Context: an optimization exercise on an open-source flow, tuned for small area. The choices shown serve that exercise and are no tape-out recipe. Function was checked by simulation only, so behaviour that the tests miss may differ from the original. Power and IR drop assume default switching activity.

==> run a <==
==> flow/design.v <==
`timescale 1ns / 1ps
module Top_project (
    input clk,
    input reset,
    input [1:0] sw,
    input btnL,
    btnR,
    btnU,
    btnD,
    input rx,
    output tx,
    output [3:0] led,
    output [3:0] fnd_comm,
    output [7:0] fnd_font
);
    wire mode = sw[1];
    assign led = {mode & sw[0], mode & ~sw[0], ~mode & sw[0], ~mode & ~sw[0]};
    reg started;
    reg [1:0] cq;
    always @(posedge clk, posedge reset) begin
        if (reset) begin
            started <= 1'b0;
            cq <= 2'd0;
        end else begin
            started <= 1'b1;
            cq <= {cq[1] ^ (started & cq[0]), cq[0] ^ started};
        end
    end
    wire t4 = cq[1] & cq[0];
    wire [3:0] w_ms1, w_ms10;
    wire w_ms1_wrap = t4 & w_ms1[3] & w_ms1[0];
    wire w_c0_next = w_ms1_wrap & w_ms10[3] & w_ms10[0];
    digit10 W_MS1 (.clk(clk), .reset(reset), .clr(1'b0), .e(t4), .q(w_ms1));
    digit10 W_MS10 (.clk(clk), .reset(reset), .clr(1'b0), .e(w_ms1_wrap), .q(w_ms10));
    wire t16 = t4 & w_ms1[0] & (w_ms1[1] ^ w_ms10[0]);
    reg [2:0] sel;
    always @(posedge clk, posedge reset) begin
        if (reset) sel <= 3'd0;
        else sel <= {sel[2] ^ (t16 & sel[1] & sel[0]), sel[1] ^ (t16 & sel[0]), sel[0] ^ t16};
    end
    reg [5:0] bc;
    wire bc_top = bc[5] & bc[4] & bc[2] & bc[0];   
    always @(posedge clk, posedge reset) begin
        if (reset) bc <= 6'd0;
        else if (bc_top) bc <= 6'd0;
        else bc <= bc + 6'd1;
    end
    wire bc_lo0 = ~bc[5] & ~bc[4] & ~bc[3];
    wire tick = started & bc_lo0 & ~bc[2] & ~bc[1] & ~bc[0];
    wire bc4 = bc_lo0 & bc[2] & ~bc[1] & ~bc[0];
    wire bc5 = bc_lo0 & bc[2] & ~bc[1] & bc[0];
    reg [3:0] rh, rl;
    reg [7:0] rdata;
    wire r_idle = ~rl[3] & (rh == 4'd0);
    wire r_end = tick & rh[3] & rh[1] & ~rl[3] & rl[2] & rl[1] & rl[0];
    wire rl15 = &rl;
    wire r_sample = tick & rl15 & (rh[3] ? ~rh[1] & ~rh[0] : (rh[2] | rh[1] | rh[0]));
    always @(posedge clk, posedge reset) begin
        if (reset) begin
            rh <= 4'd0;
            rl <= 4'd0;
        end else if (r_idle) begin
            rl[3] <= ~rx;
        end else if (r_end) begin
            rh <= 4'd0;
            rl <= 4'd0;
        end else if (tick) begin
            rl <= rl + 4'd1;
            if (rl15) rh <= rh + 4'd1;
        end
    end
    always @(posedge clk) begin
        if (r_sample) rdata <= {rx, rdata[7:1]};
    end
    reg [3:0] th, tl;
    reg [7:0] tdata;
    reg tx_reg;
    wire t_idle = th[3] & th[1];
    wire t_load = th[3] & th[1] & th[0] & bc4;
    wire c_pulse = (th == 4'd0) & (tl == 4'd0) & bc5;
    wire tl15 = &tl;
    always @(posedge clk, posedge reset) begin
        if (reset) begin
            th <= 4'd10;
            tl <= 4'd0;
            tx_reg <= 1'b1;
        end else begin
            if (r_end) begin
                th <= 4'd11;
                tl <= 4'd0;
            end else if (t_load) begin
                th <= 4'd0;
            end else if (tick & ~t_idle) begin
                tl <= tl + 4'd1;
                if (tl15) th <= th + 4'd1;
            end
            tx_reg <= (th[3] & (th[1] | th[0])) | ((th != 4'd0) & tdata[0]);
        end
    end
    always @(posedge clk) begin
        if (t_load) tdata <= rdata;
        else if (tick & tl15 & (th != 4'd0)) tdata <= {1'b0, tdata[7:1]};
    end
    assign tx = tx_reg;
    wire c_v = c_pulse & ~rdata[7] & rdata[6];
    wire c_L = c_v & ((rdata[4] & rdata[3:0] == 4'h2) | (~rdata[4] & rdata[3:0] == 4'h8));
    wire c_R = c_v & ~rdata[4] & (rdata[3:0] == 4'h3);
    wire c_U = c_v & rdata[4] & (rdata[3:0] == 4'h3);
    wire c_D = c_v & ~rdata[4] & (rdata[3:0] == 4'hd);
    wire d_L, d_R, d_U, d_D;
    debounce U_dL (.clk(clk), .reset(reset), .t4(t4), .i_btn(btnL), .o_btn(d_L));
    debounce U_dR (.clk(clk), .reset(reset), .t4(t4), .i_btn(btnR), .o_btn(d_R));
    debounce U_dU (.clk(clk), .reset(reset), .t4(t4), .i_btn(btnU), .o_btn(d_U));
    debounce U_dD (.clk(clk), .reset(reset), .t4(t4), .i_btn(btnD), .o_btn(d_D));
    wire b_L = d_L | c_L;
    wire b_R = d_R | c_R;
    wire b_U = d_U | c_U;
    wire b_D = d_D | c_D;
    reg s_run, s_clr;
    always @(posedge clk, posedge reset) begin
        if (reset) begin
            s_run <= 1'b0;
            s_clr <= 1'b0;
        end else if (!mode) begin
            s_run <= s_run ? ~b_L : (~s_clr & b_L);
            s_clr <= s_clr ? b_R : (~s_run & ~b_L & b_R);
        end
    end
    reg [1:0] sd;
    reg s_tick;
    always @(posedge clk, posedge reset) begin
        if (reset) begin
            sd <= 2'd0;
            s_tick <= 1'b0;
        end else begin
            sd <= {~s_clr & (sd[1] ^ (s_run & sd[0])), ~s_clr & (sd[0] ^ s_run)};
            s_tick <= ~s_clr & (s_run ? sd[1] & sd[0] : s_tick);
        end
    end
    wire [3:0] s_ms1, s_ms10, s_s1, s_m1, s_h1;
    wire [2:0] s_s10, s_m10;
    wire [1:0] s_h10;
    reg s_c0, s_c1, s_c2;
    wire s_ms1_wrap = s_tick & s_ms1[3] & s_ms1[0];
    wire s_s1_wrap = s_c0 & s_s1[3] & s_s1[0];
    wire s_m1_wrap = s_c1 & s_m1[3] & s_m1[0];
    digit10 S_MS1 (.clk(clk), .reset(reset), .clr(s_clr), .e(s_tick), .q(s_ms1));
    digit10 S_MS10 (.clk(clk), .reset(reset), .clr(s_clr), .e(s_ms1_wrap), .q(s_ms10));
    digit10 S_S1 (.clk(clk), .reset(reset), .clr(s_clr), .e(s_c0), .q(s_s1));
    digit6 S_S10 (.clk(clk), .reset(reset), .clr(s_clr), .e(s_s1_wrap), .q(s_s10));
    digit10 S_M1 (.clk(clk), .reset(reset), .clr(s_clr), .e(s_c1), .q(s_m1));
    digit6 S_M10 (.clk(clk), .reset(reset), .clr(s_clr), .e(s_m1_wrap), .q(s_m10));
    hours #(.R1(4'd0), .R10(2'd0)) S_H (.clk(clk), .reset(reset), .clr(s_clr), .e(s_c2),
        .ones(s_h1), .tens(s_h10));
    always @(posedge clk, posedge reset) begin
        if (reset) begin
            s_c0 <= 1'b0;
            s_c1 <= 1'b0;
            s_c2 <= 1'b0;
        end else begin
            s_c0 <= ~s_clr & s_ms1_wrap & s_ms10[3] & s_ms10[0];
            s_c1 <= ~s_clr & s_s1_wrap & s_s10[2] & s_s10[0];
            s_c2 <= ~s_clr & s_m1_wrap & s_m10[2] & s_m10[0];
        end
    end
    reg [1:0] ws;
    always @(posedge clk, posedge reset) begin
        if (reset) ws <= 2'd0;
        else if (mode) begin
            case (ws)
                2'd0: ws <= b_U ? 2'd1 : b_D ? 2'd2 : b_L ? 2'd3 : 2'd0;
                2'd1: if (!b_U) ws <= 2'd0;
                2'd2: if (!b_D) ws <= 2'd0;
                2'd3: if (!b_L) ws <= 2'd0;
            endcase
        end
    end
    wire [3:0] w_s1, w_m1, w_h1;
    wire [2:0] w_s10, w_m10;
    wire [1:0] w_h10;
    reg w_c0, w_c1, w_c2;
    wire w_s_e = w_c0 | (~ws[1] & ws[0]);
    wire w_m_e = w_c1 | (ws[1] & ~ws[0]);
    wire w_h_e = w_c2 | (ws[1] & ws[0]);
    wire w_s1_wrap = w_s_e & w_s1[3] & w_s1[0];
    wire w_m1_wrap = w_m_e & w_m1[3] & w_m1[0];
    digit10 W_S1 (.clk(clk), .reset(reset), .clr(1'b0), .e(w_s_e), .q(w_s1));
    digit6 W_S10 (.clk(clk), .reset(reset), .clr(1'b0), .e(w_s1_wrap), .q(w_s10));
    digit10 W_M1 (.clk(clk), .reset(reset), .clr(1'b0), .e(w_m_e), .q(w_m1));
    digit6 W_M10 (.clk(clk), .reset(reset), .clr(1'b0), .e(w_m1_wrap), .q(w_m10));
    hours #(.R1(4'd2), .R10(2'd1)) W_H (.clk(clk), .reset(reset), .clr(1'b0), .e(w_h_e),
        .ones(w_h1), .tens(w_h10));
    always @(posedge clk, posedge reset) begin
        if (reset) begin
            w_c0 <= 1'b0;
            w_c1 <= 1'b0;
            w_c2 <= 1'b0;
        end else begin
            w_c0 <= w_c0_next;
            w_c1 <= w_s1_wrap & w_s10[2] & w_s10[0];
            w_c2 <= w_m1_wrap & w_m10[2] & w_m10[0];
        end
    end
    assign fnd_comm = {~(sel[1] & sel[0]), ~(sel[1] & ~sel[0]), ~(~sel[1] & sel[0]), ~(~sel[1] & ~sel[0])};
    wire [3:0] ms1 = mode ? w_ms1 : s_ms1;
    wire [3:0] ms10 = mode ? w_ms10 : s_ms10;
    wire [3:0] s1 = mode ? w_s1 : s_s1;
    wire [2:0] s10 = mode ? w_s10 : s_s10;
    wire [3:0] m1 = mode ? w_m1 : s_m1;
    wire [2:0] m10 = mode ? w_m10 : s_m10;
    wire [3:0] h1 = mode ? w_h1 : s_h1;
    wire [1:0] h10 = mode ? w_h10 : s_h10;
    reg [3:0] d;
    always @(*) begin
        case ({sw[0], sel[1:0]})
            3'd0: d = ms1;
            3'd1: d = ms10;
            3'd2: d = s1;
            3'd3: d = {1'b0, s10};
            3'd4: d = m1;
            3'd5: d = {1'b0, m10};
            3'd6: d = h1;
            default: d = {2'b00, h10};
        endcase
    end
    wire [6:0] seg;
    assign seg[0] = (d[2] & ~d[1] & ~d[0]) | (~d[3] & ~d[2] & ~d[1] & d[0]);
    assign seg[1] = (d[2] & ~d[1] & d[0]) | (d[2] & d[1] & ~d[0]);
    assign seg[2] = ~d[2] & d[1] & ~d[0];
    assign seg[3] = (d[2] & ~d[1] & ~d[0]) | (d[2] & d[1] & d[0]) | (~d[3] & ~d[2] & ~d[1] & d[0]);
    assign seg[4] = d[0] | (d[2] & ~d[1]);
    assign seg[5] = (d[1] & d[0]) | (~d[2] & d[1]) | (~d[3] & ~d[2] & d[0]);
    assign seg[6] = (d[2] & d[1] & d[0]) | (~d[3] & ~d[2] & ~d[1]);
    wire lt50 = ~ms10[3] & ~(ms10[2] & (ms10[1] | ms10[0]));
    wire dot = sel[2] & sel[1] & ~sel[0] & lt50;
    assign fnd_font = {~dot, seg | {7{sel[2]}}};
endmodule
module debounce (
    input clk,
    input reset,
    input t4,
    input i_btn,
    output o_btn
);
    reg [3:0] n;
    wire s1 = t4 & i_btn;
    wire s0 = t4 & ~i_btn;
    always @(posedge clk, posedge reset) begin
        if (reset) n <= 4'd0;
        else if (n[3]) n <= {~s0, 2'b00, ~s0};
        else n <= {s1 & n[2] & n[1] & n[0],
                   t4 ? s1 & (n[2] ^ (n[1] & n[0])) : n[2],
                   t4 ? s1 & (n[1] ^ n[0]) : n[1],
                   t4 ? s1 & ~n[0] : n[0]};
    end
    assign o_btn = n[3] & ~n[0];
endmodule
module digit10 (
    input clk,
    input reset,
    input clr,
    input e,
    output reg [3:0] q
);
    always @(posedge clk, posedge reset) begin
        if (reset) q <= 4'd0;
        else q <= {4{~clr}} & {q[3] ^ (e & q[0] & (q[3] | (q[2] & q[1]))),
                              q[2] ^ (e & q[1] & q[0]),
                              q[1] ^ (e & q[0] & ~q[3]),
                              q[0] ^ e};
    end
endmodule
module digit6 (
    input clk,
    input reset,
    input clr,
    input e,
    output reg [2:0] q
);
    always @(posedge clk, posedge reset) begin
        if (reset) q <= 3'd0;
        else q <= {3{~clr}} & {q[2] ^ (e & q[0] & (q[2] | q[1])),
                              q[1] ^ (e & q[0] & ~q[2]),
                              q[0] ^ e};
    end
endmodule
module hours #(
    parameter [3:0] R1 = 4'd0,
    parameter [1:0] R10 = 2'd0
) (
    input clk,
    input reset,
    input clr,
    input e,
    output reg [3:0] ones,
    output reg [1:0] tens
);
    wire o9 = ones[3] & ones[0];
    wire top = tens[1] & ones[1] & ones[0];
    always @(posedge clk, posedge reset) begin
        if (reset) begin
            ones <= R1;
            tens <= R10;
        end else begin
            ones <= {4{~clr}} & {ones[3] ^ (e & ones[0] & (ones[3] | (ones[2] & ones[1]))),
                                 ones[2] ^ (e & ones[1] & ones[0] & ~tens[1]),
                                 ones[1] ^ (e & ones[0] & ~ones[3]),
                                 ones[0] ^ e};
            tens <= {2{~clr}} & {tens[1] ^ (e & ((o9 & tens[0]) | top)),
                                 tens[0] ^ (e & o9)};
        end
    end
endmodule
==> flow/run.sh <==
#!/bin/bash
# synth_recipe.tcl (not shown) runs the flow's synth.tcl, then flattens the netlist and writes it again
# the make line also repeats each setting of config.mk as NAME=value (left out here)
make -C /OpenROAD-flow-scripts/flow DESIGN_CONFIG=/design/flow/config.mk WORK_HOME=/design/flow/orfs CLKGATE_MAP_FILE= SYNTH_SCRIPT=/design/flow/synth_recipe.tcl finish
==> flow/config.mk <==
export PLATFORM = sky130hd
export DESIGN_NAME = Top_project
export DESIGN_NICKNAME = Top_project
export VERILOG_FILES = /design/flow/design.v
export SDC_FILE = /design/flow/constraint.sdc
export NUM_CORES = 4
export LEC_CHECK = 0
export CAP_MARGIN = 20
export CORE_MARGIN = 2
export CORE_UTILIZATION = 40
export CTS_BUF_LIST = sky130_fd_sc_hd__clkbuf_4
export CTS_CLUSTER_SIZE = 40
export SLEW_MARGIN = 20
==> flow/constraint.sdc <==
create_clock -name core_clock -period 12.0 [get_ports {clk}]
set_input_delay 2.4000 -clock core_clock [delete_from_list [all_inputs] [get_ports {clk}]]
set_output_delay 2.4000 -clock core_clock [all_outputs]
set_load 0.01 [all_outputs]
==> inputs of run b, as changes to run a <==
--- a/flow/design.v
+++ b/flow/design.v
@@ -15,15 +15,11 @@
 );
     wire mode = sw[1];
+    reg [5:0] bc;
     assign led = {mode & sw[0], mode & ~sw[0], ~mode & sw[0], ~mode & ~sw[0]};
-    reg started;
     reg [1:0] cq;
+    wire first = (cq == 2'd0) & (bc == 6'd0);
     always @(posedge clk, posedge reset) begin
-        if (reset) begin
-            started <= 1'b0;
-            cq <= 2'd0;
-        end else begin
-            started <= 1'b1;
-            cq <= {cq[1] ^ (started & cq[0]), cq[0] ^ started};
-        end
+        if (reset) cq <= 2'd0;
+        else cq <= {cq[1] ^ (~first & cq[0]), cq[0] ^ ~first};
     end
     wire t4 = cq[1] & cq[0];
@@ -39,5 +35,4 @@
         else sel <= {sel[2] ^ (t16 & sel[1] & sel[0]), sel[1] ^ (t16 & sel[0]), sel[0] ^ t16};
     end
-    reg [5:0] bc;
     wire bc_top = bc[5] & bc[4] & bc[2] & bc[0];   
     always @(posedge clk, posedge reset) begin
@@ -47,7 +42,8 @@
     end
     wire bc_lo0 = ~bc[5] & ~bc[4] & ~bc[3];
-    wire tick = started & bc_lo0 & ~bc[2] & ~bc[1] & ~bc[0];
+    wire tick = (cq != 2'd0) & bc_lo0 & ~bc[2] & ~bc[1] & ~bc[0];
     wire bc4 = bc_lo0 & bc[2] & ~bc[1] & ~bc[0];
     wire bc5 = bc_lo0 & bc[2] & ~bc[1] & bc[0];
+    wire bc1 = bc_lo0 & ~bc[2] & ~bc[1] & bc[0];
     reg [3:0] rh, rl;
     reg [7:0] rdata;
@@ -74,31 +70,29 @@
     end
     reg [3:0] th, tl;
-    reg [7:0] tdata;
+    reg [2:0] tp;
     reg tx_reg;
     wire t_idle = th[3] & th[1];
     wire t_load = th[3] & th[1] & th[0] & bc4;
-    wire c_pulse = (th == 4'd0) & (tl == 4'd0) & bc5;
-    wire tl15 = &tl;
+    wire tl0 = (tl == 4'd0);
+    wire c_pulse = (th == 4'd0) & tl0 & bc5;
+    wire t_data = (th != 4'd0) & ~(th[3] & (th[1] | th[0]));   
+    wire t_read = bc1 & tl0 & t_data;
     always @(posedge clk, posedge reset) begin
         if (reset) begin
             th <= 4'd10;
-            tl <= 4'd0;
             tx_reg <= 1'b1;
         end else begin
-            if (r_end) begin
-                th <= 4'd11;
-                tl <= 4'd0;
-            end else if (t_load) begin
-                th <= 4'd0;
-            end else if (tick & ~t_idle) begin
-                tl <= tl + 4'd1;
-                if (tl15) th <= th + 4'd1;
-            end
-            tx_reg <= (th[3] & (th[1] | th[0])) | ((th != 4'd0) & tdata[0]);
+            if (r_end) th <= 4'd11;
+            else if (t_load) th <= 4'd0;
+            else if (tick & ~t_idle & (&tl)) th <= th + 4'd1;
+            if ((bc1 & tl0) | c_pulse) tx_reg <= (th[3] & (th[1] | th[0])) | ((th != 4'd0) & rdata[tp]);
         end
     end
     always @(posedge clk) begin
-        if (t_load) tdata <= rdata;
-        else if (tick & tl15 & (th != 4'd0)) tdata <= {1'b0, tdata[7:1]};
+        if (r_end) tl <= 4'd0;
+        else if (tick & ~t_idle) tl <= tl + 4'd1;
+        if (r_end) tp <= 3'd0;
+        else if (t_read) tp <= tp + 3'd1;
+        else if (r_sample) tp <= tp - 3'd1;
     end
     assign tx = tx_reg;
@@ -203,25 +197,15 @@
     end
     assign fnd_comm = {~(sel[1] & sel[0]), ~(sel[1] & ~sel[0]), ~(~sel[1] & sel[0]), ~(~sel[1] & ~sel[0])};
-    wire [3:0] ms1 = mode ? w_ms1 : s_ms1;
     wire [3:0] ms10 = mode ? w_ms10 : s_ms10;
-    wire [3:0] s1 = mode ? w_s1 : s_s1;
-    wire [2:0] s10 = mode ? w_s10 : s_s10;
-    wire [3:0] m1 = mode ? w_m1 : s_m1;
-    wire [2:0] m10 = mode ? w_m10 : s_m10;
-    wire [3:0] h1 = mode ? w_h1 : s_h1;
-    wire [1:0] h10 = mode ? w_h10 : s_h10;
-    reg [3:0] d;
+    reg [3:0] a0, a1, b0, b1;
     always @(*) begin
-        case ({sw[0], sel[1:0]})
-            3'd0: d = ms1;
-            3'd1: d = ms10;
-            3'd2: d = s1;
-            3'd3: d = {1'b0, s10};
-            3'd4: d = m1;
-            3'd5: d = {1'b0, m10};
-            3'd6: d = h1;
-            default: d = {2'b00, h10};
+        case (sel[1:0])
+            2'd0: begin a0 = s_ms1; a1 = s_m1; b0 = w_ms1; b1 = w_m1; end
+            2'd1: begin a0 = s_ms10; a1 = {1'b0, s_m10}; b0 = w_ms10; b1 = {1'b0, w_m10}; end
+            2'd2: begin a0 = s_s1; a1 = s_h1; b0 = w_s1; b1 = w_h1; end
+            default: begin a0 = {1'b0, s_s10}; a1 = {2'b00, s_h10}; b0 = {1'b0, w_s10}; b1 = {2'b00, w_h10}; end
         endcase
     end
+    wire [3:0] d = mode ? (sw[0] ? b1 : b0) : (sw[0] ? a1 : a0);
     wire [6:0] seg;
     assign seg[0] = (d[2] & ~d[1] & ~d[0]) | (~d[3] & ~d[2] & ~d[1] & d[0]);
==> flow/flow/run.sh (new file) <==
#!/bin/bash
# The standard layout flow (standard.sh, unchanged synthesis), with:
# - port buffers of the smallest buffer cell,
# - a clock tree of clkbuf_4 without dummy loads.
bash standard.sh \
  "BUFFER_PORTS_ARGS=-buffer_cell sky130_fd_sc_hd__buf_1" \
  "CTS_ARGS=-sink_clustering_enable -repair_clock_nets -buf_list sky130_fd_sc_hd__clkbuf_4 -dont_use_dummy_load" \
  finish > standard.log 2>&1
==> flow/standard.sh (new file) <==
#!/bin/bash
# synth_recipe.tcl (not shown) runs the flow's synth.tcl, then flattens the netlist and writes it again
# the make line also repeats each setting of config.mk as NAME=value (left out here)
make -C /OpenROAD-flow-scripts/flow DESIGN_CONFIG=/design/flow/config.mk WORK_HOME=/design/flow/orfs CLKGATE_MAP_FILE= SYNTH_SCRIPT=/design/flow/synth_recipe.tcl "${@:-finish}"
- CTS_BUF_LIST: sky130_fd_sc_hd__clkbuf_4 -> not set
- CTS_CLUSTER_SIZE: 40 -> not set
removed: flow/run.sh
==> notes <==
- Between run a and run b, the lower synthesized cell count is in run a (gap 3.3%, measured against run b).
- In run b the first-iteration DRC count is lower than in run a, by 32%.
- Of run b and run a, run a has the higher utilization (gap 1.4 points).
- In run a the worst hold slack is lower than in run b, by 0.010 ns.
- In run b the sequential cell count is lower than in run a, by 6.
==> figures <==
quantity                                                                             run b                    run a
Run status                                                         complete, no violations  complete, no violations
Sequential share of the synthesized area                                             48.0%                    50.2%
Worst-Margin Slew                                                                  1.01 ns                 0.852 ns
Data buffer area share                                                               1.57%                    3.70%
Seq power                                                                         0.483 mW                 0.610 mW
Reported clock group power                                                        0.192 mW                 0.303 mW
Final net count                                                                        700                      676
Compound-cell area share of the yosys netlist                                        12.2%                    10.3%
Fraction of synthesized cell area taken by the top area cell type                    40.1%                    41.0%
Total power                                                                       0.738 mW                  1.22 mW
Signal buffers                                                                          27                       28

-- port drivers added, routing unchanged --
No port has a modelled driver above. Below, the same layouts with a new extraction and two added sets of constraints.
Step 1 (the two cells are an assumption about what drives the block):
set clk [get_ports {clk}]
set_driving_cell -lib_cell sky130_fd_sc_hd__clkbuf_16 $clk
set_driving_cell -lib_cell sky130_fd_sc_hd__buf_2 [delete_from_list [all_inputs] $clk]
Step 2 also shifts input and output timing later by t, the mid clock arrival at the registers, as if the neighbouring blocks saw the same clock.
Three values: no drivers, after step 1, after step 2; two values: the first two.
| run | t (ns) | setup slack, ns | slew at the worst register clock pin (ns) | worst slew at a driven data input, ns |
|---|---|---|---|---|
| run a | 0.540 | 4.277 / 4.250 / 4.250 | 0.12 / 0.12 | 0.04 |
| run b | 0.538 | 4.788 / 4.761 / 4.761 | 0.12 / 0.12 | 0.04 |
After both steps every run listed still meets setup and hold.
